Background: an optimization exercise with open tools, aiming at small area and a short achievable clock period. Do not read the settings as production practice. The RTL was checked by simulation tests, not by an equivalence proof against the original design. Power and IR drop assume default switching activity.

==> design.v <==
module MacUnit(
  input  [11:0] io_in_a,    
  input  [7:0]  io_in_b,
  input  [19:0] io_in_c,
  output [19:0] io_out_d
);
  wire [9:0] x = {{2{io_in_b[7]}}, io_in_b};
  wire one0 = io_in_a[0];
  wire two0 = io_in_a[1];
  wire neg0 = io_in_a[2];
  wire sel0_0 = (one0 & x[0]) | (two0 & 1'b0);
  wire sel0_1 = (one0 & x[1]) | (two0 & x[0]);
  wire sel0_2 = (one0 & x[2]) | (two0 & x[1]);
  wire sel0_3 = (one0 & x[3]) | (two0 & x[2]);
  wire sel0_4 = (one0 & x[4]) | (two0 & x[3]);
  wire sel0_5 = (one0 & x[5]) | (two0 & x[4]);
  wire sel0_6 = (one0 & x[6]) | (two0 & x[5]);
  wire sel0_7 = (one0 & x[7]) | (two0 & x[6]);
  wire sel0_8 = (one0 & x[8]) | (two0 & x[7]);
  wire sel0_9 = (one0 & x[9]) | (two0 & x[8]);
  wire one1 = io_in_a[3];
  wire two1 = io_in_a[4];
  wire neg1 = io_in_a[5];
  wire sel1_0 = (one1 & x[0]) | (two1 & 1'b0);
  wire sel1_1 = (one1 & x[1]) | (two1 & x[0]);
  wire sel1_2 = (one1 & x[2]) | (two1 & x[1]);
  wire sel1_3 = (one1 & x[3]) | (two1 & x[2]);
  wire sel1_4 = (one1 & x[4]) | (two1 & x[3]);
  wire sel1_5 = (one1 & x[5]) | (two1 & x[4]);
  wire sel1_6 = (one1 & x[6]) | (two1 & x[5]);
  wire sel1_7 = (one1 & x[7]) | (two1 & x[6]);
  wire sel1_8 = (one1 & x[8]) | (two1 & x[7]);
  wire sel1_9 = (one1 & x[9]) | (two1 & x[8]);
  wire one2 = io_in_a[6];
  wire two2 = io_in_a[7];
  wire neg2 = io_in_a[8];
  wire sel2_0 = (one2 & x[0]) | (two2 & 1'b0);
  wire sel2_1 = (one2 & x[1]) | (two2 & x[0]);
  wire sel2_2 = (one2 & x[2]) | (two2 & x[1]);
  wire sel2_3 = (one2 & x[3]) | (two2 & x[2]);
  wire sel2_4 = (one2 & x[4]) | (two2 & x[3]);
  wire sel2_5 = (one2 & x[5]) | (two2 & x[4]);
  wire sel2_6 = (one2 & x[6]) | (two2 & x[5]);
  wire sel2_7 = (one2 & x[7]) | (two2 & x[6]);
  wire sel2_8 = (one2 & x[8]) | (two2 & x[7]);
  wire sel2_9 = (one2 & x[9]) | (two2 & x[8]);
  wire one3 = io_in_a[9];
  wire two3 = io_in_a[10];
  wire neg3 = io_in_a[11];
  wire sel3_0 = (one3 & x[0]) | (two3 & 1'b0);
  wire sel3_1 = (one3 & x[1]) | (two3 & x[0]);
  wire sel3_2 = (one3 & x[2]) | (two3 & x[1]);
  wire sel3_3 = (one3 & x[3]) | (two3 & x[2]);
  wire sel3_4 = (one3 & x[4]) | (two3 & x[3]);
  wire sel3_5 = (one3 & x[5]) | (two3 & x[4]);
  wire sel3_6 = (one3 & x[6]) | (two3 & x[5]);
  wire sel3_7 = (one3 & x[7]) | (two3 & x[6]);
  wire sel3_8 = (one3 & x[8]) | (two3 & x[7]);
  wire sel3_9 = (one3 & x[9]) | (two3 & x[8]);
  wire s0 = (sel0_4 ^ neg0) ^ (sel1_2 ^ neg1);
  wire c0 = (sel0_4 ^ neg0) & (sel1_2 ^ neg1);
  wire s1 = (sel0_5 ^ neg0) ^ (sel1_3 ^ neg1);
  wire c1 = (sel0_5 ^ neg0) & (sel1_3 ^ neg1);
  wire s2 = (sel0_6 ^ neg0) ^ (sel1_4 ^ neg1) ^ (sel2_2 ^ neg2);
  wire c2 = ((sel0_6 ^ neg0) & (sel1_4 ^ neg1)) | ((sel0_6 ^ neg0) & (sel2_2 ^ neg2)) | ((sel1_4 ^ neg1) & (sel2_2 ^ neg2));
  wire s3 = (sel3_0 ^ neg3) ^ neg3;
  wire c3 = (sel3_0 ^ neg3) & neg3;
  wire s4 = (sel0_7 ^ neg0) ^ (sel1_5 ^ neg1) ^ (sel2_3 ^ neg2);
  wire c4 = ((sel0_7 ^ neg0) & (sel1_5 ^ neg1)) | ((sel0_7 ^ neg0) & (sel2_3 ^ neg2)) | ((sel1_5 ^ neg1) & (sel2_3 ^ neg2));
  wire s5 = (sel3_1 ^ neg3) ^ io_in_c[7];
  wire c5 = (sel3_1 ^ neg3) & io_in_c[7];
  wire s6 = (sel0_8 ^ neg0) ^ (sel1_6 ^ neg1) ^ (sel2_4 ^ neg2);
  wire c6 = ((sel0_8 ^ neg0) & (sel1_6 ^ neg1)) | ((sel0_8 ^ neg0) & (sel2_4 ^ neg2)) | ((sel1_6 ^ neg1) & (sel2_4 ^ neg2));
  wire s7 = (sel3_2 ^ neg3) ^ io_in_c[8];
  wire c7 = (sel3_2 ^ neg3) & io_in_c[8];
  wire s8 = ~(sel0_9 ^ neg0) ^ (sel1_7 ^ neg1) ^ (sel2_5 ^ neg2);
  wire c8 = (~(sel0_9 ^ neg0) & (sel1_7 ^ neg1)) | (~(sel0_9 ^ neg0) & (sel2_5 ^ neg2)) | ((sel1_7 ^ neg1) & (sel2_5 ^ neg2));
  wire s9 = (sel3_3 ^ neg3) ^ io_in_c[9] ^ 1'b1;
  wire c9 = ((sel3_3 ^ neg3) & io_in_c[9]) | ((sel3_3 ^ neg3) & 1'b1) | (io_in_c[9] & 1'b1);
  wire s10 = (sel1_8 ^ neg1) ^ (sel2_6 ^ neg2) ^ (sel3_4 ^ neg3);
  wire c10 = ((sel1_8 ^ neg1) & (sel2_6 ^ neg2)) | ((sel1_8 ^ neg1) & (sel3_4 ^ neg3)) | ((sel2_6 ^ neg2) & (sel3_4 ^ neg3));
  wire s11 = io_in_c[10] ^ 1'b1;
  wire c11 = io_in_c[10] & 1'b1;
  wire s12 = ~(sel1_9 ^ neg1) ^ (sel2_7 ^ neg2) ^ (sel3_5 ^ neg3);
  wire c12 = (~(sel1_9 ^ neg1) & (sel2_7 ^ neg2)) | (~(sel1_9 ^ neg1) & (sel3_5 ^ neg3)) | ((sel2_7 ^ neg2) & (sel3_5 ^ neg3));
  wire s13 = (sel2_8 ^ neg2) ^ (sel3_6 ^ neg3);
  wire c13 = (sel2_8 ^ neg2) & (sel3_6 ^ neg3);
  wire s14 = (sel0_2 ^ neg0) ^ (sel1_0 ^ neg1);
  wire c14 = (sel0_2 ^ neg0) & (sel1_0 ^ neg1);
  wire s15 = (sel0_3 ^ neg0) ^ (sel1_1 ^ neg1);
  wire c15 = (sel0_3 ^ neg0) & (sel1_1 ^ neg1);
  wire s16 = s0 ^ (sel2_0 ^ neg2) ^ neg2;
  wire c16 = (s0 & (sel2_0 ^ neg2)) | (s0 & neg2) | ((sel2_0 ^ neg2) & neg2);
  wire s17 = c0 ^ s1 ^ (sel2_1 ^ neg2);
  wire c17 = (c0 & s1) | (c0 & (sel2_1 ^ neg2)) | (s1 & (sel2_1 ^ neg2));
  wire s18 = c1 ^ s2 ^ s3;
  wire c18 = (c1 & s2) | (c1 & s3) | (s2 & s3);
  wire s19 = c2 ^ c3 ^ s4;
  wire c19 = (c2 & c3) | (c2 & s4) | (c3 & s4);
  wire s20 = c4 ^ c5 ^ s6;
  wire c20 = (c4 & c5) | (c4 & s6) | (c5 & s6);
  wire s21 = c6 ^ c7 ^ s8;
  wire c21 = (c6 & c7) | (c6 & s8) | (c7 & s8);
  wire s22 = c8 ^ c9 ^ s10;
  wire c22 = (c8 & c9) | (c8 & s10) | (c9 & s10);
  wire s23 = c10 ^ c11 ^ s12;
  wire c23 = (c10 & c11) | (c10 & s12) | (c11 & s12);
  wire s24 = c12 ^ s13 ^ io_in_c[12];
  wire c24 = (c12 & s13) | (c12 & io_in_c[12]) | (s13 & io_in_c[12]);
  wire s25 = c13 ^ ~(sel2_9 ^ neg2) ^ (sel3_7 ^ neg3);
  wire c25 = (c13 & ~(sel2_9 ^ neg2)) | (c13 & (sel3_7 ^ neg3)) | (~(sel2_9 ^ neg2) & (sel3_7 ^ neg3));
  wire s26 = (sel3_8 ^ neg3) ^ io_in_c[14];
  wire c26 = (sel3_8 ^ neg3) & io_in_c[14];
  wire s27 = (sel0_0 ^ neg0) ^ neg0;
  wire c27 = (sel0_0 ^ neg0) & neg0;
  wire s28 = (sel0_1 ^ neg0) ^ io_in_c[1];
  wire c28 = (sel0_1 ^ neg0) & io_in_c[1];
  wire s29 = s14 ^ neg1 ^ io_in_c[2];
  wire c29 = (s14 & neg1) | (s14 & io_in_c[2]) | (neg1 & io_in_c[2]);
  wire s30 = c14 ^ s15 ^ io_in_c[3];
  wire c30 = (c14 & s15) | (c14 & io_in_c[3]) | (s15 & io_in_c[3]);
  wire s31 = c15 ^ s16 ^ io_in_c[4];
  wire c31 = (c15 & s16) | (c15 & io_in_c[4]) | (s16 & io_in_c[4]);
  wire s32 = c16 ^ s17 ^ io_in_c[5];
  wire c32 = (c16 & s17) | (c16 & io_in_c[5]) | (s17 & io_in_c[5]);
  wire s33 = c17 ^ s18 ^ io_in_c[6];
  wire c33 = (c17 & s18) | (c17 & io_in_c[6]) | (s18 & io_in_c[6]);
  wire s34 = s5 ^ c18 ^ s19;
  wire c34 = (s5 & c18) | (s5 & s19) | (c18 & s19);
  wire s35 = s7 ^ c19 ^ s20;
  wire c35 = (s7 & c19) | (s7 & s20) | (c19 & s20);
  wire s36 = s9 ^ c20 ^ s21;
  wire c36 = (s9 & c20) | (s9 & s21) | (c20 & s21);
  wire s37 = s11 ^ c21 ^ s22;
  wire c37 = (s11 & c21) | (s11 & s22) | (c21 & s22);
  wire s38 = c22 ^ s23 ^ io_in_c[11];
  wire c38 = (c22 & s23) | (c22 & io_in_c[11]) | (s23 & io_in_c[11]);
  wire s39 = c23 ^ s24 ^ 1'b1;
  wire c39 = (c23 & s24) | (c23 & 1'b1) | (s24 & 1'b1);
  wire s40 = c24 ^ s25 ^ io_in_c[13];
  wire c40 = (c24 & s25) | (c24 & io_in_c[13]) | (s25 & io_in_c[13]);
  wire s41 = c25 ^ s26 ^ 1'b1;
  wire c41 = (c25 & s26) | (c25 & 1'b1) | (s26 & 1'b1);
  wire s42 = c26 ^ ~(sel3_9 ^ neg3) ^ io_in_c[15];
  wire c42 = (c26 & ~(sel3_9 ^ neg3)) | (c26 & io_in_c[15]) | (~(sel3_9 ^ neg3) & io_in_c[15]);
  wire s43 = io_in_c[16] ^ 1'b1;
  wire c43 = io_in_c[16] & 1'b1;
  wire s44 = io_in_c[17] ^ 1'b1;
  wire c44 = io_in_c[17] & 1'b1;
  wire s45 = io_in_c[18] ^ 1'b1;
  wire c45 = io_in_c[18] & 1'b1;
  wire s46 = io_in_c[19] ^ 1'b1;
  wire c46 = io_in_c[19] & 1'b1;
  wire [19:0] sum_x = {c45, c44, c43, c42, c41, c40, c39, c38, c37, c36, c35, c34, c33, c32, c31, c30, c29, c28, c27, io_in_c[0]};
  wire [19:0] sum_y = {s46, s45, s44, s43, s42, s41, s40, s39, s38, s37, s36, s35, s34, s33, s32, s31, s30, s29, s28, s27};
  assign io_out_d = sum_x + sum_y;
endmodule
module BoothEncode(
  input  [7:0]  a,
  output [11:0] digits
);
  wire [8:0] y = {a, 1'b0};
  assign digits[0] = y[1] ^ y[0];
  assign digits[1] = (y[2] & ~y[1] & ~y[0]) | (~y[2] & y[1] & y[0]);
  assign digits[2] = y[2];
  assign digits[3] = y[3] ^ y[2];
  assign digits[4] = (y[4] & ~y[3] & ~y[2]) | (~y[4] & y[3] & y[2]);
  assign digits[5] = y[4];
  assign digits[6] = y[5] ^ y[4];
  assign digits[7] = (y[6] & ~y[5] & ~y[4]) | (~y[6] & y[5] & y[4]);
  assign digits[8] = y[6];
  assign digits[9] = y[7] ^ y[6];
  assign digits[10] = (y[8] & ~y[7] & ~y[6]) | (~y[8] & y[7] & y[6]);
  assign digits[11] = y[8];
endmodule
module PE_256(
  input         clock,
  input  [11:0] io_in_a,    
  input  [19:0] io_in_b,
  input  [19:0] io_in_d,
  input         io_in_control_dataflow,
  input         io_in_control_propagate,
  input         io_in_valid,
  input         io_next_valid,
  input         io_next_dataflow,
  input         io_next_propagate,
  input  [4:0]  io_next_shift,
  input  [7:0]  io_next_b,
  output [19:0] io_out_b,
  output [19:0] io_out_c
);
  reg  [19:0] sel;
  reg  [19:0] oth;
  reg  [7:0]  mb;
  reg  [4:0]  s;
  reg         acc;
  reg         last_s;
  wire        df   = io_in_control_dataflow;
  wire        prop = io_in_control_propagate;
  wire [19:0] mac;
  MacUnit mac_unit (
    .io_in_a (io_in_a),
    .io_in_b (mb),
    .io_in_c (df ? io_in_b : oth),
    .io_out_d(mac)
  );
  wire signed [20:0] z = $signed({sel, 1'b0}) >>> s;    
  wire [18:0] below;                                   
  genvar j;
  generate
    for (j = 0; j < 19; j = j + 1) begin : m
      assign below[j] = sel[j] & (s >= j + 2);
    end
  endgenerate
  wire        rnd = z[0] & ((|below) | z[1]);
  assign io_out_c = z[20:1] + {19'd0, rnd};
  assign io_out_b = df ? mac : io_in_b;
  wire        swap     = io_next_propagate ^ prop;
  wire        last_s_next = io_in_valid ? prop : last_s;
  wire [19:0] sel_new  = io_in_valid ? io_in_d : sel;
  wire [19:0] sel_nm   = swap ? oth : sel_new;    
  wire [19:0] oth_nm   = swap ? sel_new : oth;    
  wire        oth_mac  = ~swap & acc;
  wire        mb_mac   = io_next_dataflow & ~swap & acc;
  wire [7:0]  mb_nm    = io_next_dataflow ? oth_nm[7:0] : io_next_b;
  always @(posedge clock) begin
    sel    <= (swap & acc) ? mac : sel_nm;
    oth    <= oth_mac ? mac : oth_nm;
    mb     <= mb_mac ? mac[7:0] : mb_nm;
    s      <= (~io_next_dataflow & (last_s_next ^ io_next_propagate)) ? io_next_shift : 5'd0;
    acc    <= io_next_valid & ~io_next_dataflow;
    last_s <= last_s_next;
  end
endmodule
module Tile(
  input         clock,
  input  [11:0] io_in_a,    
  input  [19:0] io_in_b,
  input  [7:0]  io_in_b_reg,
  input  [19:0] io_in_d,
  input         io_in_dataflow,
  input         io_in_propagate,
  input  [4:0]  io_in_shift,
  input         io_in_valid,
  output [11:0] io_out_a,
  output [19:0] io_out_b,
  output [7:0]  io_out_b_reg,
  output [19:0] io_out_c,
  output        io_out_dataflow,
  output        io_out_propagate,
  output [4:0]  io_out_shift,
  output        io_out_valid
);
  reg [11:0] in_a;
  reg [19:0] in_b;
  reg [19:0] in_d;
  reg        in_dataflow;
  reg        in_propagate;
  reg [4:0]  in_shift;
  reg        in_valid;
  always @(posedge clock) begin
    in_a         <= io_in_a;
    in_b         <= io_in_b;
    in_d         <= io_in_d;
    in_dataflow  <= io_in_dataflow;
    in_propagate <= io_in_propagate;
    in_shift     <= io_in_shift;
    in_valid     <= io_in_valid;
  end
  PE_256 pe (
    .clock                  (clock),
    .io_in_a                (in_a),
    .io_in_b                (in_b),
    .io_in_d                (in_d),
    .io_in_control_dataflow (in_dataflow),
    .io_in_control_propagate(in_propagate),
    .io_in_valid            (in_valid),
    .io_next_valid          (io_in_valid),
    .io_next_dataflow       (io_in_dataflow),
    .io_next_propagate      (io_in_propagate),
    .io_next_shift          (io_in_shift),
    .io_next_b              (io_in_b_reg),
    .io_out_b               (io_out_b),
    .io_out_c               (io_out_c)
  );
  assign io_out_a         = in_a;
  assign io_out_b_reg     = in_b[7:0];
  assign io_out_dataflow  = in_dataflow;
  assign io_out_propagate = in_propagate;
  assign io_out_shift     = in_shift;
  assign io_out_valid     = in_valid;
endmodule
module Mesh(
  input         clock,
  input  [7:0]  io_in_a_0_0,
  input  [7:0]  io_in_a_1_0,
  input  [7:0]  io_in_a_2_0,
  input  [7:0]  io_in_a_3_0,
  input  [7:0]  io_in_a_4_0,
  input  [7:0]  io_in_a_5_0,
  input  [7:0]  io_in_a_6_0,
  input  [7:0]  io_in_a_7_0,
  input  [19:0] io_in_b_0_0,
  input  [19:0] io_in_b_1_0,
  input  [19:0] io_in_b_2_0,
  input  [19:0] io_in_b_3_0,
  input  [19:0] io_in_b_4_0,
  input  [19:0] io_in_b_5_0,
  input  [19:0] io_in_b_6_0,
  input  [19:0] io_in_b_7_0,
  input  [19:0] io_in_d_0_0,
  input  [19:0] io_in_d_1_0,
  input  [19:0] io_in_d_2_0,
  input  [19:0] io_in_d_3_0,
  input  [19:0] io_in_d_4_0,
  input  [19:0] io_in_d_5_0,
  input  [19:0] io_in_d_6_0,
  input  [19:0] io_in_d_7_0,
  input         io_in_control_0_0_dataflow,
  input         io_in_control_0_0_propagate,
  input  [4:0]  io_in_control_0_0_shift,
  input         io_in_control_1_0_dataflow,
  input         io_in_control_1_0_propagate,
  input  [4:0]  io_in_control_1_0_shift,
  input         io_in_control_2_0_dataflow,
  input         io_in_control_2_0_propagate,
  input  [4:0]  io_in_control_2_0_shift,
  input         io_in_control_3_0_dataflow,
  input         io_in_control_3_0_propagate,
  input  [4:0]  io_in_control_3_0_shift,
  input         io_in_control_4_0_dataflow,
  input         io_in_control_4_0_propagate,
  input  [4:0]  io_in_control_4_0_shift,
  input         io_in_control_5_0_dataflow,
  input         io_in_control_5_0_propagate,
  input  [4:0]  io_in_control_5_0_shift,
  input         io_in_control_6_0_dataflow,
  input         io_in_control_6_0_propagate,
  input  [4:0]  io_in_control_6_0_shift,
  input         io_in_control_7_0_dataflow,
  input         io_in_control_7_0_propagate,
  input  [4:0]  io_in_control_7_0_shift,
  input  [2:0]  io_in_id_0_0,
  input  [2:0]  io_in_id_1_0,
  input  [2:0]  io_in_id_2_0,
  input  [2:0]  io_in_id_3_0,
  input  [2:0]  io_in_id_4_0,
  input  [2:0]  io_in_id_5_0,
  input  [2:0]  io_in_id_6_0,
  input  [2:0]  io_in_id_7_0,
  input         io_in_last_0_0,
  input         io_in_last_1_0,
  input         io_in_last_2_0,
  input         io_in_last_3_0,
  input         io_in_last_4_0,
  input         io_in_last_5_0,
  input         io_in_last_6_0,
  input         io_in_last_7_0,
  input         io_in_valid_0_0,
  input         io_in_valid_1_0,
  input         io_in_valid_2_0,
  input         io_in_valid_3_0,
  input         io_in_valid_4_0,
  input         io_in_valid_5_0,
  input         io_in_valid_6_0,
  input         io_in_valid_7_0,
  output [19:0] io_out_b_0_0,
  output [19:0] io_out_b_1_0,
  output [19:0] io_out_b_2_0,
  output [19:0] io_out_b_3_0,
  output [19:0] io_out_b_4_0,
  output [19:0] io_out_b_5_0,
  output [19:0] io_out_b_6_0,
  output [19:0] io_out_b_7_0,
  output [19:0] io_out_c_0_0,
  output [19:0] io_out_c_1_0,
  output [19:0] io_out_c_2_0,
  output [19:0] io_out_c_3_0,
  output [19:0] io_out_c_4_0,
  output [19:0] io_out_c_5_0,
  output [19:0] io_out_c_6_0,
  output [19:0] io_out_c_7_0,
  output        io_out_valid_0_0,
  output        io_out_control_0_0_dataflow,
  output [2:0]  io_out_id_0_0,
  output        io_out_last_0_0
);
  localparam N = 8;
  wire [12*N*(N+1)-1:0] a_h;     
  wire [20*N*(N+1)-1:0] b_v;
  wire [8*N*(N+1)-1:0]  bp_v;    
  wire [20*N*(N+1)-1:0] d_v;
  wire [N*(N+1)-1:0]    df_v;
  wire [N*(N+1)-1:0]    pr_v;
  wire [5*N*(N+1)-1:0]  sh_v;
  wire [N*(N+1)-1:0]    v_v;
  BoothEncode enc_0 (.a(io_in_a_0_0), .digits(a_h[12*(0*(N+1))+:12]));
  BoothEncode enc_1 (.a(io_in_a_1_0), .digits(a_h[12*(1*(N+1))+:12]));
  BoothEncode enc_2 (.a(io_in_a_2_0), .digits(a_h[12*(2*(N+1))+:12]));
  BoothEncode enc_3 (.a(io_in_a_3_0), .digits(a_h[12*(3*(N+1))+:12]));
  BoothEncode enc_4 (.a(io_in_a_4_0), .digits(a_h[12*(4*(N+1))+:12]));
  BoothEncode enc_5 (.a(io_in_a_5_0), .digits(a_h[12*(5*(N+1))+:12]));
  BoothEncode enc_6 (.a(io_in_a_6_0), .digits(a_h[12*(6*(N+1))+:12]));
  BoothEncode enc_7 (.a(io_in_a_7_0), .digits(a_h[12*(7*(N+1))+:12]));
  assign b_v[20*0+:20] = io_in_b_0_0;
  assign bp_v[8*0+:8] = io_in_b_0_0[7:0];
  assign d_v[20*0+:20] = io_in_d_0_0;
  assign df_v[0] = io_in_control_0_0_dataflow;
  assign pr_v[0] = io_in_control_0_0_propagate;
  assign sh_v[5*0+:5] = io_in_control_0_0_shift;
  assign v_v[0] = io_in_valid_0_0;
  assign b_v[20*1+:20] = io_in_b_1_0;
  assign bp_v[8*1+:8] = io_in_b_1_0[7:0];
  assign d_v[20*1+:20] = io_in_d_1_0;
  assign df_v[1] = io_in_control_1_0_dataflow;
  assign pr_v[1] = io_in_control_1_0_propagate;
  assign sh_v[5*1+:5] = io_in_control_1_0_shift;
  assign v_v[1] = io_in_valid_1_0;
  assign b_v[20*2+:20] = io_in_b_2_0;
  assign bp_v[8*2+:8] = io_in_b_2_0[7:0];
  assign d_v[20*2+:20] = io_in_d_2_0;
  assign df_v[2] = io_in_control_2_0_dataflow;
  assign pr_v[2] = io_in_control_2_0_propagate;
  assign sh_v[5*2+:5] = io_in_control_2_0_shift;
  assign v_v[2] = io_in_valid_2_0;
  assign b_v[20*3+:20] = io_in_b_3_0;
  assign bp_v[8*3+:8] = io_in_b_3_0[7:0];
  assign d_v[20*3+:20] = io_in_d_3_0;
  assign df_v[3] = io_in_control_3_0_dataflow;
  assign pr_v[3] = io_in_control_3_0_propagate;
  assign sh_v[5*3+:5] = io_in_control_3_0_shift;
  assign v_v[3] = io_in_valid_3_0;
  assign b_v[20*4+:20] = io_in_b_4_0;
  assign bp_v[8*4+:8] = io_in_b_4_0[7:0];
  assign d_v[20*4+:20] = io_in_d_4_0;
  assign df_v[4] = io_in_control_4_0_dataflow;
  assign pr_v[4] = io_in_control_4_0_propagate;
  assign sh_v[5*4+:5] = io_in_control_4_0_shift;
  assign v_v[4] = io_in_valid_4_0;
  assign b_v[20*5+:20] = io_in_b_5_0;
  assign bp_v[8*5+:8] = io_in_b_5_0[7:0];
  assign d_v[20*5+:20] = io_in_d_5_0;
  assign df_v[5] = io_in_control_5_0_dataflow;
  assign pr_v[5] = io_in_control_5_0_propagate;
  assign sh_v[5*5+:5] = io_in_control_5_0_shift;
  assign v_v[5] = io_in_valid_5_0;
  assign b_v[20*6+:20] = io_in_b_6_0;
  assign bp_v[8*6+:8] = io_in_b_6_0[7:0];
  assign d_v[20*6+:20] = io_in_d_6_0;
  assign df_v[6] = io_in_control_6_0_dataflow;
  assign pr_v[6] = io_in_control_6_0_propagate;
  assign sh_v[5*6+:5] = io_in_control_6_0_shift;
  assign v_v[6] = io_in_valid_6_0;
  assign b_v[20*7+:20] = io_in_b_7_0;
  assign bp_v[8*7+:8] = io_in_b_7_0[7:0];
  assign d_v[20*7+:20] = io_in_d_7_0;
  assign df_v[7] = io_in_control_7_0_dataflow;
  assign pr_v[7] = io_in_control_7_0_propagate;
  assign sh_v[5*7+:5] = io_in_control_7_0_shift;
  assign v_v[7] = io_in_valid_7_0;
  genvar r, c;
  generate
    for (r = 0; r < N; r = r + 1) begin : row
      for (c = 0; c < N; c = c + 1) begin : col
        Tile t (
          .clock         (clock),
          .io_in_a       (a_h[12*(r*(N+1)+c)+:12]),
          .io_in_b       (b_v[20*(r*N+c)+:20]),
          .io_in_b_reg   (bp_v[8*(r*N+c)+:8]),
          .io_in_d       (d_v[20*(r*N+c)+:20]),
          .io_in_dataflow(df_v[r*N+c]),
          .io_in_propagate(pr_v[r*N+c]),
          .io_in_shift   (sh_v[5*(r*N+c)+:5]),
          .io_in_valid   (v_v[r*N+c]),
          .io_out_a      (a_h[12*(r*(N+1)+c+1)+:12]),
          .io_out_b      (b_v[20*((r+1)*N+c)+:20]),
          .io_out_b_reg  (bp_v[8*((r+1)*N+c)+:8]),
          .io_out_c      (d_v[20*((r+1)*N+c)+:20]),
          .io_out_dataflow(df_v[(r+1)*N+c]),
          .io_out_propagate(pr_v[(r+1)*N+c]),
          .io_out_shift  (sh_v[5*((r+1)*N+c)+:5]),
          .io_out_valid  (v_v[(r+1)*N+c])
        );
      end
    end
  endgenerate
  reg [3*(N+1)-1:0] id_pipe;
  reg [N:0]         last_pipe;
  always @(posedge clock) begin
    id_pipe   <= {id_pipe[3*N-1:0], io_in_id_0_0};
    last_pipe <= {last_pipe[N-1:0], io_in_last_0_0};
  end
  reg [20*N-1:0] out_b;
  reg [20*N-1:0] out_c;
  reg            out_valid;
  reg            out_dataflow;
  always @(posedge clock) begin
    out_b        <= b_v[20*N*N+:20*N];
    out_c        <= d_v[20*N*N+:20*N];
    out_valid    <= v_v[N*N];
    out_dataflow <= df_v[N*N];
  end
  assign io_out_b_0_0 = out_b[20*0+:20];
  assign io_out_c_0_0 = out_c[20*0+:20];
  assign io_out_b_1_0 = out_b[20*1+:20];
  assign io_out_c_1_0 = out_c[20*1+:20];
  assign io_out_b_2_0 = out_b[20*2+:20];
  assign io_out_c_2_0 = out_c[20*2+:20];
  assign io_out_b_3_0 = out_b[20*3+:20];
  assign io_out_c_3_0 = out_c[20*3+:20];
  assign io_out_b_4_0 = out_b[20*4+:20];
  assign io_out_c_4_0 = out_c[20*4+:20];
  assign io_out_b_5_0 = out_b[20*5+:20];
  assign io_out_c_5_0 = out_c[20*5+:20];
  assign io_out_b_6_0 = out_b[20*6+:20];
  assign io_out_c_6_0 = out_c[20*6+:20];
  assign io_out_b_7_0 = out_b[20*7+:20];
  assign io_out_c_7_0 = out_c[20*7+:20];
  assign io_out_valid_0_0 = out_valid;
  assign io_out_control_0_0_dataflow = out_dataflow;
  assign io_out_id_0_0 = id_pipe[3*N+:3];
  assign io_out_last_0_0 = last_pipe[N];
endmodule
==> flow/run.sh <==
#!/bin/bash
# Layout flow: the standard flow (standard.sh, all steps) with these make settings:
#  - SYNTH_ARGS=-noabc: no generic ABC pass before the final technology mapping
#  - ADDER_MAP_FILE empty: Yosys does not extract full/half adders into the library's
#    adder cells (which are slow); ABC maps the adder trees from plain gates
#    (registers and their names are unchanged)
#  - port buffers are buf_4 cells (BUFFER_PORTS_ARGS)
#  - sizing may change a cell's footprint (MATCH_CELL_FOOTPRINT=0)
#  - up to 10 antenna repair rounds after detailed routing (MAX_REPAIR_ANTENNAS_ITER_DRT)
# standard.sh's full output goes to standard.log here; ORFS's own logs are under orfs/logs.
set -euo pipefail
bash standard.sh \
  SYNTH_ARGS=-noabc \
  ADDER_MAP_FILE= \
  MATCH_CELL_FOOTPRINT=0 \
  "BUFFER_PORTS_ARGS=-buffer_cell sky130_fd_sc_hd__buf_4" \
  MAX_REPAIR_ANTENNAS_ITER_DRT=10 \
  finish > standard.log 2>&1
==> standard.sh <==
#!/bin/bash
# synth_recipe.tcl (not shown) runs the flow's synth.tcl, then flattens the netlist and writes it again
# the make line also repeats each setting of config.mk as NAME=value (left out here)
make -C /OpenROAD-flow-scripts/flow DESIGN_CONFIG=/design/flow/config.mk WORK_HOME=/design/flow/orfs CLKGATE_MAP_FILE= SYNTH_SCRIPT=/design/flow/synth_recipe.tcl "${@:-finish}"
==> config.mk <==
export PLATFORM = sky130hd
export DESIGN_NAME = Mesh
export DESIGN_NICKNAME = Mesh
export VERILOG_FILES = /design/flow/design.v
export SDC_FILE = /design/flow/constraint.sdc
export NUM_CORES = 8
export LEC_CHECK = 0
export ABC_AREA = 1
export CAP_MARGIN = 20
export CORE_MARGIN = 2
export CORE_UTILIZATION = 45
export CTS_CLUSTER_DIAMETER = 80
export CTS_CLUSTER_SIZE = 24
export SETUP_SLACK_MARGIN = 5.0
export SLEW_MARGIN = 20
==> constraint.sdc <==
create_clock -name core_clock -period 8.5 [get_ports {clock}]
set_input_delay 1.7000 -clock core_clock [delete_from_list [all_inputs] [get_ports {clock}]]
set_output_delay 1.7000 -clock core_clock [all_outputs]
set_load 0.01 [all_outputs]
==> run summary, run 1 <==
- The share of async-settable or async-resettable flops after synthesis is 0%.
- The placement-stage worst setup slack is 3730 ps.
- The power consumption is 253 mW.
- The most frequently used flop master after synthesis is sky130_fd_sc_hd__dfxtp_1.
- The data required time of the worst path is 9570 ps.
- The critical path starts at row[4].col[4].t.in_propagate.
- The met1 usage in global routing is 45.6%.
- Dividing the detail-routed via count by the number of cells gives 5.35.
- The number of global-route vias before repair is 548000.
- The initial cell density of the core is 45.1%.
- The number of cells on the worst reg-to-reg path is 8.
- The total congestion overflow is 0.
- Compared with the post-synthesis result, the final layout area differs by 9.29%.
- TritonCTS built the clock tree.
- The worst path needs 3400 ps of the cycle, external delays included.
- The detailed router finished its first iteration with 61900 violations.
- Counting flops and latches in the post-synthesis netlist gives 7678.
- The worst-case clock buffer depth is 5.
- The arrival time at the worst endpoint is 4470 ps.
- The final RePlAce weighted congestion is 0.936.
- The leading area contributor after synthesis is sky130_fd_sc_hd__nand2_1.
- After detailed routing, the number of remaining DRC violations is 0.
- Once routing completed, OpenROAD measured the worst setup slack at 5100 ps.
- In this run the most used layer during global routing was met1.
- The leakage power of the design is 332 nW.
- The fraction of layout instances using a drive strength above 1 is 7.45%.
- The total routing usage reported by global routing is 29.6%.
- Counting instances in the post-synthesis netlist gives the leading cell types as sky130_fd_sc_hd__nand2_1, sky130_fd_sc_hd__nand3_1, sky130_fd_sc_hd__inv_1.
- 807 I/O pins were placed.
- The H-tree was split into 6 levels.
- The pin count of the biggest net entering global routing is 56.
- The cell sitting at the root of the clock tree is a sky130_fd_sc_hd__clkbuf_16.
- After synthesis, the cell types taking the most area are sky130_fd_sc_hd__nand2_1, sky130_fd_sc_hd__dfxtp_1, sky130_fd_sc_hd__nand3_1.
- The startpoint of the worst hold path is row[2].col[1].t.in_shift[1].
- The layout has 136000 filler cells.
- The worst pin sits at a relative slew slack of 25.7%.
- The share of the clock period used by the worst path is 40.0%.
- The count of buffers added on input and output ports is 778.
- The number of antenna violations at the first check in global routing is 107.
- After synthesis, the largest area contributor takes up 28.5% of total cell area.
- Detailed placement finished with a half-perimeter wire length of 1610000 um.
- Row generation in the floorplan step produced 415 rows.
- The largest fanout of any net on the critical path is 37.
- The tree built by TritonCTS fans out to 7678 sinks.
- The routed wire length is 2040000 um.
- The total negative slack is 0 ps.
- Before antenna repair, the detailed router went through 10 iterations.
- After detailed placement, the total cell area comes to 589000 um2.
- The critical path is of the reg -> reg type.
- The number of warnings reported in the yosys synthesis log is 3.
- The number of nets in the layout is 100000.
- Registers take 164000 um2.
- Dividing the detail-routed wire length by the instance count gives 17.4 um.
- The count of different cell masters after synthesis is 91.
- STA classifies the critical path startpoint as a register.
- Sequential elements use 28.0% of the synthesized area.
- The peak clock frequency supported by timing is 294 MHz.
- The worst hold margin is 328 ps.
- The via total after detailed routing is 627000.
- The class of the most critical hold timing path is reg -> reg.
- For met2 alone, demand over resource in global routing was 44.3%.
- Across all register-to-register paths, the minimum setup slack is 5100 ps.
- The total count of hold-check failures in the final report is 0.
- After routing the design area is 629000 um2.
- The max-cap violation count is 0.
- The full die area is 1290000 um2.
- Between clock sinks in the finished design, the worst skew comes to 71.3 ps.
- Once detail routing completed, the nets flagged for antenna violations numbered 0.
- The number of buffers added to fix hold violations after cts is 0.
- The clock-pin slew reported for the worst setup and hold paths after clock tree synthesis is 90 ps.
- In this run the critical register-to-register path is launched from row[4].col[4].t.in_propagate.
- The die boundary width is 1140 um.
- The final count of negative-setup-slack endpoints is 0.
- The clock reaches the later pin of the worst-skew pair after 1200 ps.
- Power spread over the standard cell area amounts to 402 nW/um2.
- The run finished with no timing, DRC or antenna violations.
- The final-report max-slew violation count is 0.
- The synthesized design contains 768 enable-type register cells.
- The most common cell in the synthesized netlist is sky130_fd_sc_hd__nand2_1.
- The core area is 1280000 um2.
- From bottom edge to top edge, the die measures 1140 um.
- The depth of the worst hold-timing path is 0.
- The number of clock buffers added by TritonCTS is 578.
- The multi-input combinational cell area is 362000 um2.
- For the pin with the worst max-slew slack, the measured transition is 1110 ps.
- Global routing used 3.16% of the available met3 tracks.
- The average cell area after synthesis is 5.71 um2.
- Setup repair after global routing could not meet its margin everywhere.
- The number of nets handed over by synthesis was 101000.
- The cell area that synthesis handed to floorplanning was 576000 um2.
- The first global-routing pass estimated 3100000 um of wire.
- The number of instances in the synthesized netlist is 101000.
- The nature of the critical path endpoint is a register.
- The worst ir drop on vdd is 246 uV.
==> layout make-up <==
type / instances / area share [%]
Clock buffer: 655 / 2.43
Tap cell: 16900 / 3.36
Timing Repair inverter: 54 / 0.0513
Multi-Input combinational cell: 78700 / 57.5
Antenna cell: 33 / 0.0131
Inverter: 10700 / 6.56
Clock inverter: 397 / 0.931
Timing Repair Buffer: 2092 / 3.10
Sequential cell: 7678 / 26.1
==> registers in the layout, summed over array words and instances (netlist names) <==
signal	cells
id_pipe	27
last_pipe	9
out_b	160
out_c	160
out_dataflow	1
out_valid	1
row.col.t.in_a	768
row.col.t.in_b	1280
row.col.t.in_d	1280
row.col.t.in_dataflow	64
row.col.t.in_propagate	64
row.col.t.in_shift	280
row.col.t.in_valid	64
row.col.t.pe.acc	64
row.col.t.pe.last_s	64
row.col.t.pe.mb	512
row.col.t.pe.oth	1280
row.col.t.pe.s	320
row.col.t.pe.sel	1280
==> kinds of logic (layout without fill, tap and decap cells) <==
family / count (synthesis) / after routing / synth area share (%)
and+or+nand+nor: 63300 / 63300 / 45.2
buffers and inverters: 14400 / 13900 / 9.99
AOI/OAI and AO/OA: 12800 / 12800 / 12.6
DFF: 7678 / 7678 / 28.0
xor gates and xnor gates: 2177 / 2177 / 3.33
muxes: 474 / 474 / 0.829
other: 0 / 33 / 0
==> critical path, cell delays in order, from the launching register on <==
cell	delay, ps
sky130_fd_sc_hd__dfxtp_1	450
sky130_fd_sc_hd__inv_1	320
sky130_fd_sc_hd__nand2_1	90
sky130_fd_sc_hd__nand2_1	70
sky130_fd_sc_hd__buf_4	360
sky130_fd_sc_hd__inv_2	350
sky130_fd_sc_hd__nor2_1	890
sky130_fd_sc_hd__inv_1	380
sky130_fd_sc_hd__o221ai_1	350
==> per-layer routing <==
metal	wire [um]	vias up
met3	157000	2137
met4	39200	20
met5	137	-
met2	839000	20000
li1	-	321000
met1	1000000	284000
==> per-stage QoR <==
stage | cells | utilization [%]
after floorplan | 101000 | -
final | 117000 | 49.3
after CTS | 116000 | 48.0
after global placement | 115000 | 46.2
after global routing | 117000 | 49.3
after detailed placement | 115000 | 46.2
==> power breakdown <==
| part | switching (mW) | total (mW) | internal (mW) |
|---|---|---|---|
| registers | 12.9 | 62.6 | 49.7 |
| logic | 110 | 159 | 49.0 |
| clock network | 16.6 | 31.2 | 14.5 |
| total | 140 | 253 | 113 |
==> cells in the final DEF (no fill, tap or decap), types with 127 or more instances in the layout <==
cell                         count
sky130_fd_sc_hd__a21oi_1      2153
sky130_fd_sc_hd__a31oi_1       233
sky130_fd_sc_hd__buf_12        127
sky130_fd_sc_hd__buf_4        1784
sky130_fd_sc_hd__clkbuf_16     707
sky130_fd_sc_hd__clkinv_1      143
sky130_fd_sc_hd__clkinvlp_4    252
sky130_fd_sc_hd__dfxtp_1      5619
sky130_fd_sc_hd__dfxtp_2       828
sky130_fd_sc_hd__dfxtp_4       463
sky130_fd_sc_hd__edfxtp_1      768
sky130_fd_sc_hd__inv_1       10000
sky130_fd_sc_hd__inv_2         291
sky130_fd_sc_hd__mux2i_1       447
sky130_fd_sc_hd__nand2_1     43400
sky130_fd_sc_hd__nand2_2       380
sky130_fd_sc_hd__nand3_1     11800
sky130_fd_sc_hd__nand3_2       157
sky130_fd_sc_hd__nand3b_1      316
sky130_fd_sc_hd__nand4_1       560
sky130_fd_sc_hd__nor2_1       4648
sky130_fd_sc_hd__nor2_2        399
sky130_fd_sc_hd__nor2_4        140
sky130_fd_sc_hd__nor3_1        286
sky130_fd_sc_hd__o211ai_1      365
sky130_fd_sc_hd__o21a_1        150
sky130_fd_sc_hd__o21ai_0      6614
sky130_fd_sc_hd__o21ai_1       845
sky130_fd_sc_hd__o21ai_2       192
sky130_fd_sc_hd__o21bai_1      139
sky130_fd_sc_hd__o221ai_1      707
sky130_fd_sc_hd__o22ai_1       349
sky130_fd_sc_hd__o31ai_1       230
sky130_fd_sc_hd__or2_2         736
sky130_fd_sc_hd__xnor2_1       532
sky130_fd_sc_hd__xor2_1       1515
==> worst paths after layout <==
check / to
hold reg to reg: row[3].col[1].t.in_shift[1]
setup / recovery: row[5].col[4].t.pe.sel[4]
setup reg to reg: row[5].col[4].t.pe.sel[4]
hold / removal: row[3].col[1].t.in_shift[1]
==> repair_timing <==
item	in CTS	in global routing
setup buffers	41	710
cloned	21	144
endpoints found under the setup margin	2548	3002
pin swaps	11	167
hold endpoints to repair	0	0
gates resized for setup	808	3311
==> inputs of run 2 (changes only) <==
--- a/design.v
+++ b/design.v
@@ -184,6 +184,7 @@
   input         io_next_valid,
   input         io_next_dataflow,
   input         io_next_propagate,
+  input         io_swap,       
   input  [4:0]  io_next_shift,
   input  [7:0]  io_next_b,
   output [19:0] io_out_b,
@@ -215,7 +216,7 @@
   wire        rnd = z[0] & ((|below) | z[1]);
   assign io_out_c = z[20:1] + {19'd0, rnd};
   assign io_out_b = df ? mac : io_in_b;
-  wire        swap     = io_next_propagate ^ prop;
+  wire        swap     = io_swap;
   wire        last_s_next = io_in_valid ? prop : last_s;
   wire [19:0] sel_new  = io_in_valid ? io_in_d : sel;
   wire [19:0] sel_nm   = swap ? oth : sel_new;    
@@ -232,7 +233,7 @@
     last_s <= last_s_next;
   end
 endmodule
-module Tile(
+module Tile #(parameter FIRST = 0) (
   input         clock,
   input  [11:0] io_in_a,    
   input  [19:0] io_in_b,
@@ -240,6 +241,7 @@
   input  [19:0] io_in_d,
   input         io_in_dataflow,
   input         io_in_propagate,
+  input         io_in_propagate_above,
   input  [4:0]  io_in_shift,
   input         io_in_valid,
   output [11:0] io_out_a,
@@ -267,6 +269,16 @@
     in_shift     <= io_in_shift;
     in_valid     <= io_in_valid;
   end
+  wire swap;
+  generate
+    if (FIRST) begin : swap_now
+      assign swap = io_in_propagate ^ in_propagate;
+    end else begin : swap_early
+      reg swap_r;
+      always @(posedge clock) swap_r <= io_in_propagate_above ^ io_in_propagate;
+      assign swap = swap_r;
+    end
+  endgenerate
   PE_256 pe (
     .clock                  (clock),
     .io_in_a                (in_a),
@@ -278,6 +290,7 @@
     .io_next_valid          (io_in_valid),
     .io_next_dataflow       (io_in_dataflow),
     .io_next_propagate      (io_in_propagate),
+    .io_swap                (swap),
     .io_next_shift          (io_in_shift),
     .io_next_b              (io_in_b_reg),
     .io_out_b               (io_out_b),
@@ -462,7 +475,7 @@
   generate
     for (r = 0; r < N; r = r + 1) begin : row
       for (c = 0; c < N; c = c + 1) begin : col
-        Tile t (
+        Tile #(.FIRST(r == 0)) t (
           .clock         (clock),
           .io_in_a       (a_h[12*(r*(N+1)+c)+:12]),
           .io_in_b       (b_v[20*(r*N+c)+:20]),
@@ -470,6 +483,7 @@
           .io_in_d       (d_v[20*(r*N+c)+:20]),
           .io_in_dataflow(df_v[r*N+c]),
           .io_in_propagate(pr_v[r*N+c]),
+          .io_in_propagate_above(r == 0 ? 1'b0 : pr_v[((r == 0 ? 1 : r)-1)*N+c]),
           .io_in_shift   (sh_v[5*(r*N+c)+:5]),
           .io_in_valid   (v_v[r*N+c]),
           .io_out_a      (a_h[12*(r*(N+1)+c+1)+:12]),
--- a/config.mk
+++ b/config.mk
@@ -9,7 +9,5 @@
 export CAP_MARGIN = 20
 export CORE_MARGIN = 2
 export CORE_UTILIZATION = 45
-export CTS_CLUSTER_DIAMETER = 80
-export CTS_CLUSTER_SIZE = 24
 export SETUP_SLACK_MARGIN = 5.0
 export SLEW_MARGIN = 20
==> run 2 against run 1 <==
Effect of this change:
- maximum frequency rose by 0.40%
- non-clock buffer count fell by 176
- first-iteration DRC count is 0.87% lower
==> run summary, run 2 <==
- The total congestion overflow came to 0 (unchanged).
- The top layer used by detailed routing is met5.
- The number of global-route vias before repair is 546000 (-0.37%).
- The most frequently used flop master after synthesis is sky130_fd_sc_hd__dfxtp_1.
- The count of buffers inserted at the top-level ports is 778 (unchanged).
- The total negative slack is 0 ps (unchanged).
- The share of the clock period used by the worst path is 39.8% (-0.16 points).
- The half-perimeter wire length of the detailed placement result is 1590000 um (-0.94%).
- The post-route core utilization is 49.9% (+0.56 points).
- Among all cell types in the netlist, the one instantiated most often is sky130_fd_sc_hd__nand2_1.
- The average cell area after synthesis is 5.78 um2 (+1.3%).
- The worst-case clock buffer depth is 5 (unchanged).
- The max-slew headroom at the worst pin is 23.1% (-2.6 points).
- The clock-pin slew reported for the worst setup and hold paths after clock tree synthesis is 60 ps (-30 ps).
- The number of buffers added to fix hold violations after cts is 0 (unchanged).
- The final RePlAce weighted congestion is 0.942 (+0.56%).
- Setup repair after global routing could not meet its margin everywhere.
- The final-report max-slew violation count is 0 (unchanged).
- The core area is 1270000 um2 (-0.12%).
- The combined area of all synthesized cells is 575000 um2 (-0.23%).
- The full die area is 1290000 um2 (-0.22%).
- The source-to-sink clock delay at the later pin of the worst-skew pair is 1240 ps (+40 ps).
- The number of warnings reported in the yosys synthesis log is 4 (+1).
- The library cell used most frequently in the layout, excluding fill and tap cells, is sky130_fd_sc_hd__nand2_1.
- The first-pass iteration count of the detailed router came to 8 (-2).
- The share of async-settable or async-resettable flops after synthesis is 0% (unchanged).
- The number of ports placed on the die boundary is 807 (unchanged).
- The count of flip-flops with a built-in enable after synthesis is 768 (unchanged).
- The clock buffer count from CTS is 890 (+54%).
- The minimum clock period after layout is 3390 ps (-13.6 ps).
- The initial cell density of the core is 45.1% (-0.047 points).
- The master of the slowest instance on the critical path is sky130_fd_sc_hd__dfxtp_2.
- The via density per instance came to 5.35 (about the same).
- The leading area contributor after synthesis is sky130_fd_sc_hd__nand2_1.
- The buffer cell driving the clock tree root is sky130_fd_sc_hd__clkbuf_16.
- The wire length on met3 is 160000 um (+2.1%).
- The synthesized net count came to 99900 (-1.5%).
- The number of nets in the layout is 99100 (-1.3%).
- The sequential cell area fraction in the yosys report is 28.3% (+0.26 points).
- The count of different cell masters after synthesis is 99 (+8.8%).
- The total routing usage reported by global routing came to 29.5% (-0.074 points).
- The worst-case clock skew is 65.3 ps (-6.02 ps).
- The min-delay analysis places its worst path in the category reg -> reg.
- The total count of hold-check failures in the final report is 0 (unchanged).
- By area the synthesized netlist is led by sky130_fd_sc_hd__nand2_1, sky130_fd_sc_hd__dfxtp_1, sky130_fd_sc_hd__nand3_1.
- The pin count of the biggest net entering global routing is 56 (unchanged).
- The category of the worst setup path launch point is a register.
- The fraction of post-synthesis cell area in the top cell type by area came to 27.3% (-1.2 points).
- The arrival time at the worst endpoint is 1690 ps (-2780 ps).
- The worst ir drop on vdd came to 271 uV (+10%).
- The number of flip-flops and latches in the synthesized netlist is 7734 (+0.73%).
- In the layout the commonest cells are sky130_fd_sc_hd__nand2_1, sky130_fd_sc_hd__nand3_1, sky130_fd_sc_hd__inv_1, sky130_fd_sc_hd__o21ai_0, sky130_fd_sc_hd__dfxtp_1.
- The site row count was 415 (unchanged).
- The wire length of the first global-routing pass was 3090000 um (-0.39%).
- The actual slew at the worst max-slew pin is 1150 ps (+39.4 ps).
- The path type of the worst setup path is reg -> out.
- The CTS H-tree depth was 6 (unchanged).
- The largest fanout of any net on the critical path is 1 (-97%).
- The nature of the critical path endpoint is an output pin.
- The via total after detailed routing is 622000 (-0.81%).
- The signal on the critical path passes through buf_6.
- The CTS tree is built.
- The number of instances in the synthesized netlist was 99400 (-1.5%).
- The number of remaining DRC errors is 0 (unchanged).
- The number of antenna violations at the first check in global routing is 100 (-6.5%).
- The count of buffering cells on the critical path with inverters included is 1 (-3).
- The routed wire length was 2030000 um (-0.38%).
- The fraction of layout instances using a drive strength above 1 is 8.15% (+0.70 points).
- The delay of the slowest cell on the worst path is 330 ps (-560 ps).
- The max-cap violation count is 0 (unchanged).
- The number of clock sinks is 7734 (+0.73%).
- The worst setup slack for register-to-register paths is 5150 ps (+50 ps).
- The flow ran to the end and the layout has no timing, DRC or antenna violations.
- The relative area change from synthesis to final layout is 10.7%.
- The routed wire length per instance was 17.5 um (+0.46%).
- The die boundary width is 1130 um (-0.11%).
- The leakage power of the design came to 333 nW (+0.31%).
- By count the netlist is led by sky130_fd_sc_hd__nand2_1, sky130_fd_sc_hd__nand3_1, sky130_fd_sc_hd__inv_1.
- The data required time of the worst path came to 6800 ps (-2770 ps).
- The power density over the cells was 421 nW/um2 (+4.6%).
- The met1 wire length is 998000 um (-0.45%).
- The wire length on met2 is 831000 um (-0.91%).
- The number of nets with antenna violations after detailed routing is 0 (unchanged).
- The height of the die was 1130 um (-0.11%).
- The peak clock frequency supported by timing came to 295 MHz (+0.40%).
- The kind of cell with the highest combined delay along the critical path is flip-flops.
- The detailed router's first-iteration violation count is 61300 (-0.87%).
- The final count of negative-setup-slack endpoints is 0 (unchanged).
-- run 2: area by class of cell --
cell class,count,area (um2)
timing repair inverter,39,241
clock buffer,1180,25500
clock inverter,489,5700
sequential,7734,165000
multi-input combinational,77800,361000
antenna,34,85.1
timing repair buffer,1916,18000
fill,134000,639000
inverter,10200,39300
tap,16900,21100
-- run 2: logic make-up after synthesis --
kind of cell           count (synthesis)  share of synthesized area, %
AO/OA/AOI/OAI                      13400                          13.2
flip-flops                          7734                          28.3
multiplexers                         685                          1.20
buffers and inverters              13800                          9.70
XOR/XNOR                            2268                          3.47
AND/OR/NAND/NOR                    61500                          44.2
-- run 2: worst paths after layout --
kind	start	end	cells after the start
setup / recovery	out_c[80]	io_out_c_4_0[0]	1
hold / removal	id_pipe[10]	id_pipe[13]	0
setup reg to reg	row[2].col[3].t.in_a[5]	row[3].col[3].t.in_b[11]	25
hold reg to reg	id_pipe[10]	id_pipe[13]	0
-- run 2: what timing repair did --
action                                  4_1_cts  5_1_grt
pin swaps                                    10      123
gates resized for setup                     825     3138
cloned                                       11      135
endpoints found under the setup margin     2597     2902
hold endpoints to repair                      0        0
setup buffers                                27      630
-- run 2: per-layer routing --
metal	vias to the layer above	track usage, %
li1	318000	-
met1	281000	45.4
met2	20200	44.0
met3	2262	3.39
met4	22	5.70
met5	-	0
-- run 2: per-stage QoR --
step | hold slack [ps] | power (mW) | cell area [um2] | std cells | setup WS, ps
2_1_floorplan | 310 | 173 | 575000 | 99400 | 5450
3_3_place_gp | 310 | 217 | 587000 | 114000 | 3570
3_5_place_dp | 312 | 219 | 587000 | 114000 | 3550
4_1_cts | 315 | 261 | 621000 | 115000 | 4980
5_1_grt | 330 | 292 | 636000 | 116000 | 4930
6_report | 325 | 267 | 636000 | 116000 | 5110
-- run 2: power breakdown --
| part | internal [mW] | switching [mW] |
|---|---|---|
| Combinational | 50.1 | 112 |
| Clock | 23.7 | 17.2 |
| Sequential | 50.4 | 13.8 |
==> inputs of run 3 (changes only) <==
--- a/config.mk
+++ b/config.mk
@@ -9,5 +9,7 @@
 export CAP_MARGIN = 20
 export CORE_MARGIN = 2
 export CORE_UTILIZATION = 45
+export CTS_CLUSTER_DIAMETER = 80
+export CTS_CLUSTER_SIZE = 24
 export SETUP_SLACK_MARGIN = 5.0
 export SLEW_MARGIN = 20
==> run 3 against run 2 <==
Effect of this change:
- setup slack gained 34 ps
- clock skew decreased by 5.5 ps
- first-iteration DRC count fell by 0.45%
- clock-buffer cell count down 503
- die area unchanged
- flip-flop and latch count is the same
- synthesized area did not move
- non-clock buffer count grew 17
- critical path depth did not move
- critical path type unchanged
- largest cell class unchanged
==> run summary, run 3 <==
- The routed wire length per instance is 17.5 um (about the same).
- The half-perimeter wire length of the detailed placement result came to 1590000 um (unchanged).
- The setup path with the least slack is of type reg -> out.
- The nature of the critical path endpoint is an output pin.
- The met1 usage in global routing came to 45.4% (+0.055 points).
- The count of flip-flops with a built-in enable after synthesis is 768 (unchanged).
- The total routing usage reported by global routing is 29.3% (-0.14 points).
- The average cell area after synthesis came to 5.78 um2 (unchanged).
- The worst ir drop on vdd is 271 uV (-0.25%).
- The power density over the cells came to 412 nW/um2 (-2.1%).
- The number of cells on the worst reg-to-reg path is 15 (-40%).
- The routed wire length came to 2020000 um (-0.52%).
- The number of warnings reported in the yosys synthesis log was 4 (unchanged).
- The number of instances in the synthesized netlist is 99400 (unchanged).
- The core area is 1270000 um2 (unchanged).
- The height of the die is 1130 um (unchanged).
- The initial cell density of the core came to 45.1% (unchanged).
- The share of async-settable or async-resettable flops after synthesis is 0% (unchanged).
- The number of clock sinks is 7734 (unchanged).
- The source-to-sink clock delay at the later pin of the worst-skew pair is 1180 ps (-60 ps).
- The leakage power of the design is 328 nW (-1.5%).
- The post-route non-filler standard cell count is 116000 (-0.51%).
- The max-slew headroom at the worst pin is 23.9% (+0.83 points).
- The fraction of post-synthesis cell area in the top cell type by area was 27.3% (unchanged).
- Compared with the post-synthesis result, the final layout area differs by 8.89%.
- The launching point of the worst reg2reg path is row[4].col[3].t.pe.s[0].
- The cell with the most instances after synthesis is sky130_fd_sc_hd__nand2_1.
- The flow ran to the end and the layout has no timing, DRC or antenna violations.
- The root buffer cell chosen for the clock tree is sky130_fd_sc_hd__clkbuf_16.
- The number of placed instances with taps included was 114000 (unchanged).
- The total congestion overflow came to 0 (unchanged).
- The capturing point of the worst reg2reg path is row[5].col[3].t.in_d[18].
- The share of the clock period used by the worst path is 39.4% (-0.40 points).
- The met2 usage in global routing is 43.9% (-0.16 points).
- The combined area of all synthesized cells is 575000 um2 (unchanged).
- The mux cell area share after synthesis is 1.20% (unchanged).
- The final-report max-slew violation count was 0 (unchanged).
- The fraction of layout instances using a drive strength above 1 is 7.62% (-0.53 points).
- The most frequently used flop master after synthesis is sky130_fd_sc_hd__dfxtp_1.
- The largest fanout of any net on the critical path is 1 (unchanged).
- The count of different cell masters after synthesis is 99 (unchanged).
- The pin count of the biggest net entering global routing is 58 (+3.6%).
- The CTS H-tree depth is 6 (unchanged).
- The launch point of the worst path is out_b[23].
- The share of synthesized cell area in full adder, half adder and majority cells came to 0% (unchanged).
- Traced cell by cell, the critical path runs through buf_4.
- The master of the slowest instance on the critical path is sky130_fd_sc_hd__dfxtp_1.
- The number of ports placed on the die boundary was 807 (unchanged).
- The total negative slack came to 0 ps (unchanged).
- The max-cap violation count is 0 (unchanged).
- The site row count is 415 (unchanged).
- The number of global-route vias before repair was 542000 (-0.81%).
- The arrival time at the worst endpoint was 1650 ps (-40 ps).
- The power consumption was 258 mW (-3.6%).
- Setup repair after global routing could not meet its margin everywhere.
- The die boundary width was 1130 um (unchanged).
- The total cell area at the placement stage came to 587000 um2 (unchanged).
- The total count of hold-check failures in the final report is 0 (unchanged).
- The number of flip-flops and latches in the synthesized netlist is 7734 (unchanged).
- The final RePlAce weighted congestion is 0.942 (unchanged).
- The final count of negative-setup-slack endpoints came to 0 (unchanged).
- The leading area contributor after synthesis is sky130_fd_sc_hd__nand2_1.
- The detailed router's first-iteration violation count was 61100 (-0.45%).
- The critical path depth in cells is 1 (unchanged).
- The delay of the slowest cell on the worst path came to 320 ps (about the same).
- The global routing usage on met3 is 3.00% (-0.39 points).
- After synthesis, the cell types taking the most area are sky130_fd_sc_hd__nand2_1, sky130_fd_sc_hd__dfxtp_1, sky130_fd_sc_hd__nand3_1.
- The capturing element of the worst setup path is io_out_b_1_0[3].
- The number of remaining DRC errors is 0 (unchanged).
- The XOR/XNOR share of the synthesized area is 3.47% (unchanged).
- The count of buffering cells on the critical path with inverters included is 1 (unchanged).
- The worst-case clock buffer depth was 5 (unchanged).
- The first-pass iteration count of the detailed router is 9 (+1).
- The number of nets in the layout came to 98800 (-0.30%).
- STA classifies the critical path startpoint as a register.
- In the layout the commonest cells are sky130_fd_sc_hd__nand2_1, sky130_fd_sc_hd__nand3_1, sky130_fd_sc_hd__inv_1, sky130_fd_sc_hd__o21ai_0, sky130_fd_sc_hd__dfxtp_1.
- The count of buffers inserted at the top-level ports was 778 (unchanged).
- The fraction of the mapped netlist area in simple logic gates was 44.2% (unchanged).
- The clock buffer count from CTS came to 582 (-35%).
- The worst setup slack for register-to-register paths is 5150 ps (about the same).
- The minimum clock period after layout came to 3350 ps (-34.2 ps).
- By count the netlist is led by sky130_fd_sc_hd__nand2_1, sky130_fd_sc_hd__nand3_1, sky130_fd_sc_hd__inv_1.
- Broken down by cell family, the worst path's largest delay share belongs to flip-flops.
- met1 is the most crowded layer.
- The actual slew at the worst max-slew pin is 1140 ps (-12.4 ps).
- The fraction of the mapped netlist area in compound gates is 13.2% (unchanged).
- The worst-case clock skew is 59.8 ps (-5.50 ps).
- The via total after detailed routing is 620000 (-0.36%).
- TritonCTS built the clock tree.
- The min-delay analysis places its worst path in the category reg -> reg.
- The leading cell type in the layout, fill and taps excluded is sky130_fd_sc_hd__nand2_1.
- The main combinational cell family by area after synthesis is simple AND/OR/NAND/NOR gates.
- The number of nets with antenna violations after detailed routing is 0 (unchanged).
- The synthesized net count is 99900 (unchanged).
- The full die area was 1290000 um2 (unchanged).
- The clock-pin slew reported for the worst setup and hold paths after clock tree synthesis is 100 ps (+40 ps).
- The wire length of the first global-routing pass is 3070000 um (-0.49%).
- The final instance area was 626000 um2 (-1.6%).
- The sequential cell area fraction in the yosys report is 28.3% (unchanged).
- The peak clock frequency supported by timing is 298 MHz (+1.0%).
- The data required time of the worst path was 6800 ps (about the same).
- The via density per instance was 5.36 (+0.15%).
- The number of antenna violations at the first check in global routing is 99 (-1.0%).
-- run 3: cell types whose count changed in the layout (fill, tap and decap cells not counted), moves of 64 or more --
| cell | previous run | this run |
|---|---|---|
| sky130_fd_sc_hd__clkbuf_16 | 1048 | 715 |
| sky130_fd_sc_hd__inv_12 | 9 | 78 |
| sky130_fd_sc_hd__clkbuf_1 | 130 | 52 |
| sky130_fd_sc_hd__buf_4 | 1583 | 1647 |
| sky130_fd_sc_hd__clkbuf_8 | 112 | 16 |
| sky130_fd_sc_hd__clkinv_2 | 139 | 23 |
| sky130_fd_sc_hd__bufinv_16 | 78 | 9 |
-- run 3: through the flow --
stage	setup WS, ps	hold WS, ps	util, %
after floorplan	5450	310	-
after global placement	3570	310	46.0
after detailed placement	3550	312	46.0
after CTS	4960	331	47.9
after global routing	4830	336	49.1
final	5150	323	49.1
-- run 3: final cells by class --
type	count	area, um2
fill	135000	649000
multi-input combinational	77800	360000
sequential	7734	165000
inverter	10200	39300
tap	16900	21100
timing repair buffer	1933	18000
clock buffer	677	15700
clock inverter	389	5630
timing repair inverter	35	214
antenna	32	80.1
-- run 3: timing repair --
item | in CTS | in global routing
pin swaps | 8 | 113
resized for setup | 720 | 3133
hold buffers | 0 | 0
endpoints found under the hold margin | 0 | 0
gates cloned | 10 | 128
setup buffers | 27 | 651
setup endpoints to repair | 2567 | 2943
-- run 3: how the worst min path moves through the flow --
stage	endpoint	slack [ps]	cells past startpoint	startpoint
CTS	id_pipe[19]	330	0	id_pipe[16]
detailed placement	id_pipe[19]	310	0	id_pipe[16]
finish	id_pipe[19]	320	0	id_pipe[16]
floorplan	id_pipe[10]	310	0	id_pipe[7]
global placement	id_pipe[3]	310	0	id_pipe[0]
global route	id_pipe[14]	340	0	id_pipe[11]
-- run 3: logic make-up (layout without fill, tap and decap cells) --
kind of cell           after synthesis  count (layout)
AO/OA/AOI/OAI                    13400           13400
XOR/XNOR                          2268            2268
buffers and inverters            13800           13200
flip-flops                        7734            7734
multiplexers                       685             685
other                                0              32
AND/OR/NAND/NOR                  61500           61500
-- run 3: power by group --
part / total (mW) / switching, mW / internal [mW]
sequential: 64.1 / 13.7 / 50.3
clock: 31.6 / 16.7 / 14.8
combinational: 162 / 112 / 50.0
total: 258 / 143 / 115
-- run 3: metal layers --
metal / part of all wire, % / vias to the layer above
li1: - / 317000
met3: 7.7 / 2045
met2: 41 / 19900
met4: 2.0 / 18
met1: 49 / 281000
met5: 0.0060 / -
==> inputs of run 4 (changes only) <==
--- a/flow/run.sh
+++ b/flow/run.sh
@@ -7,6 +7,8 @@
 #  - port buffers are buf_4 cells (BUFFER_PORTS_ARGS)
 #  - sizing may change a cell's footprint (MATCH_CELL_FOOTPRINT=0)
 #  - up to 10 antenna repair rounds after detailed routing (MAX_REPAIR_ANTENNAS_ITER_DRT)
+#  - timing repair aims at 5.1 ns of setup slack (SETUP_SLACK_MARGIN; config.mk's settings
+#    stop at 5)
 # standard.sh's full output goes to standard.log here; ORFS's own logs are under orfs/logs.
 set -euo pipefail
 bash standard.sh \
@@ -15,4 +17,5 @@
   MATCH_CELL_FOOTPRINT=0 \
   "BUFFER_PORTS_ARGS=-buffer_cell sky130_fd_sc_hd__buf_4" \
   MAX_REPAIR_ANTENNAS_ITER_DRT=10 \
+  SETUP_SLACK_MARGIN=5.1 \
   finish > standard.log 2>&1
==> run 4 against run 3 <==
Effect of this change:
- non-clock buffer count increased by 453
- largest cell class unchanged
- maximum frequency increased by 0.40%
- critical path type unchanged
- global-route usage increased by 0.10 points
- power increased by 1.7%
==> run summary, run 4 <==
- The top cell types in the final layout, fill and taps aside, are sky130_fd_sc_hd__nand2_1, sky130_fd_sc_hd__nand3_1, sky130_fd_sc_hd__inv_1, sky130_fd_sc_hd__o21ai_0, sky130_fd_sc_hd__dfxtp_1.
- The worst setup slack for register-to-register paths was 5240 ps (+90 ps).
- The total routing usage reported by global routing is 29.4% (+0.10 points).
- The setup path with the least slack is of type reg -> out.
- The combined area of all synthesized cells is 575000 um2 (unchanged).
- The number of global-route vias before repair is 543000 (+0.22%).
- The number of nets with antenna violations after detailed routing is 0 (unchanged).
- Setup repair after global routing could not meet its margin everywhere.
- The number of flip-flops and latches in the synthesized netlist is 7734 (unchanged).
- The routed wire length per instance is 17.5 um (+0.39%).
- The count of different cell masters after synthesis was 99 (unchanged).
- The leading area contributor after synthesis is sky130_fd_sc_hd__nand2_1.
- The CTS H-tree depth is 6 (unchanged).
- The critical path depth in cells is 1 (unchanged).
- The sequential cell area fraction in the yosys report is 28.3% (unchanged).
- The max-cap violation count is 0 (unchanged).
- The die boundary width is 1130 um (unchanged).
- The met2 usage in global routing came to 44.0% (+0.18 points).
- The via density per instance was 5.37 (+0.20%).
- The number of clock sinks is 7734 (unchanged).
- The number of ports placed on the die boundary is 807 (unchanged).
- The total cell area at the placement stage came to 587000 um2 (unchanged).
- The number of instances in the synthesized netlist is 99400 (unchanged).
- The final count of negative-setup-slack endpoints is 0 (unchanged).
- The worst-case clock skew is 60.6 ps (+0.746 ps).
- The area occupied by registers was 167000 um2 (+0.70%).
- The flow ran to the end and the layout has no timing, DRC or antenna violations.
- The minimum clock period after layout was 3340 ps (-13.3 ps).
- The leakage power of the design is 331 nW (+1.1%).
- The count of buffers inserted at the top-level ports is 778 (unchanged).
- The average cell area after synthesis is 5.78 um2 (unchanged).
- The filler cell count in the final layout is 135000 (-0.51%).
- The total negative slack came to 0 ps (unchanged).
- TritonCTS built the clock tree.
- The half-perimeter wire length of the detailed placement result is 1590000 um (unchanged).
- The number of cells on the worst reg-to-reg path is 19 (+4).
- The number of nets in the layout was 99200 (+0.47%).
- The worst register-to-register path begins at row[6].col[5].t.in_dataflow.
- The clock buffer count from CTS came to 582 (unchanged).
- The source-to-sink clock delay at the later pin of the worst-skew pair is 1170 ps (about the same).
- The launch point of the worst path is out_c[140].
- The worst-case clock buffer depth is 5 (unchanged).
- The cell family with the largest share of critical-path delay is flip-flops.
- The detailed router's first-iteration violation count is 61900 (+1.4%).
- After synthesis, the cell types taking the most area are sky130_fd_sc_hd__nand2_1, sky130_fd_sc_hd__dfxtp_1, sky130_fd_sc_hd__nand3_1.
- The arrival time at the worst endpoint came to 1640 ps (about the same).
- The largest fanout of any net on the critical path is 1 (unchanged).
- The class of the most critical hold timing path is reg -> reg.
- The max-slew headroom at the worst pin is 22.9% (-1.0 points).
- The routed wire length is 2030000 um (+0.79%).
- The share of async-settable or async-resettable flops after synthesis is 0% (unchanged).
- The synthesized net count is 99900 (unchanged).
- The count of buffering cells on the critical path with inverters included is 1 (unchanged).
- The via total after detailed routing is 624000 (+0.59%).
- The final instance area is 636000 um2 (+1.7%).
- The peak clock frequency supported by timing is 300 MHz (+0.40%).
- The met1 usage in global routing was 45.5% (+0.10 points).
- The actual slew at the worst max-slew pin is 1150 ps (+15.0 ps).
- The critical path goes through buf_6.
- The fraction of post-synthesis cell area in the top cell type by area is 27.3% (unchanged).
- The leading cell type in the layout, fill and taps excluded is sky130_fd_sc_hd__nand2_1.
- The largest individual stage delay along the critical path comes from the cell sky130_fd_sc_hd__dfxtp_2.
- The number of buffers added to fix hold violations after cts is 0 (unchanged).
- The worst ir drop on vdd is 282 uV (+4.4%).
- The number of warnings reported in the yosys synthesis log is 4 (unchanged).
- The clock-pin slew reported for the worst setup and hold paths after clock tree synthesis came to 90 ps (about the same).
- The capturing element of the worst setup path is io_out_c_7_0[0].
- The initial cell density of the core is 45.1% (unchanged).
- The multi-input combinational cell area was 364000 um2 (+0.96%).
- The share of the clock period used by the worst path is 39.3% (-0.16 points).
- Among all flip-flop cells after synthesis, the most frequent one is sky130_fd_sc_hd__dfxtp_1.
[run 4: per-stage QoR]
step | worst slack, ps | utilization, % | hold slack [ps] | std cells
after floorplan | 5450 | - | 310 | 99400
after CTS | 5020 | 48.1 | 331 | 115000
after global placement | 3570 | 46.0 | 310 | 114000
after detailed placement | 3550 | 46.0 | 312 | 114000
final | 5160 | 49.9 | 325 | 116000
after global routing | 5020 | 49.9 | 336 | 116000
[run 4: per-layer routing]
layer	up-vias	share of wire, %
li1	318000	-
met1	283000	49
met2	20100	41
met3	2093	7.7
met4	20	2.0
met5	-	0.0063
[run 4: what timing repair did]
item	4_1_cts	5_1_grt
pin swaps	22	285
endpoints found under the setup margin	3380	3135
gates cloned	34	140
setup buffers	79	1025
gates resized for setup	1629	4430
[run 4: how the worst min path moves through the flow]
stage	start	end	cells after the start
floorplan	id_pipe[7]	id_pipe[10]	0
global placement	id_pipe[0]	id_pipe[3]	0
detailed placement	id_pipe[16]	id_pipe[19]	0
CTS	id_pipe[16]	id_pipe[19]	0
global route	id_pipe[11]	id_pipe[14]	0
finish	id_pipe[16]	id_pipe[19]	0
[run 4: power by group]
part	total, mW	internal (mW)	switching, mW
clock	31.6	14.8	16.8
sequential	64.4	50.5	13.9
combinational	166	52.0	114
total	262	117	145
[run 4: final cells by class]
cell class / count / area share [%]
diodes: 26 / 0.0102
flip-flops and latches: 7734 / 26.2
repair buffers: 2386 / 3.70
clock buffers: 677 / 2.46
inverters: 10200 / 6.21
repair inverters: 45 / 0.0439
clock inverters: 389 / 0.885
multi-input cells: 77800 / 57.2
well taps: 16900 / 3.32
[run 4: cell families after synthesis]
family,Yosys count,synth area share (%)
mux,685,1.20
buf+inv,13800,9.70
xor+xnor,2268,3.47
flops,7734,28.3
simple gates,61500,44.2
compound gates,13400,13.2

Re-timed with assumed drivers on the ports (clkbuf_16 on the clock, buf_2 on other inputs), run 4 has 4.982 ns of setup slack against 5.162 ns with ideal ports, and 4.153 ns once port delays also move by the mid clock arrival of 1.355 ns.
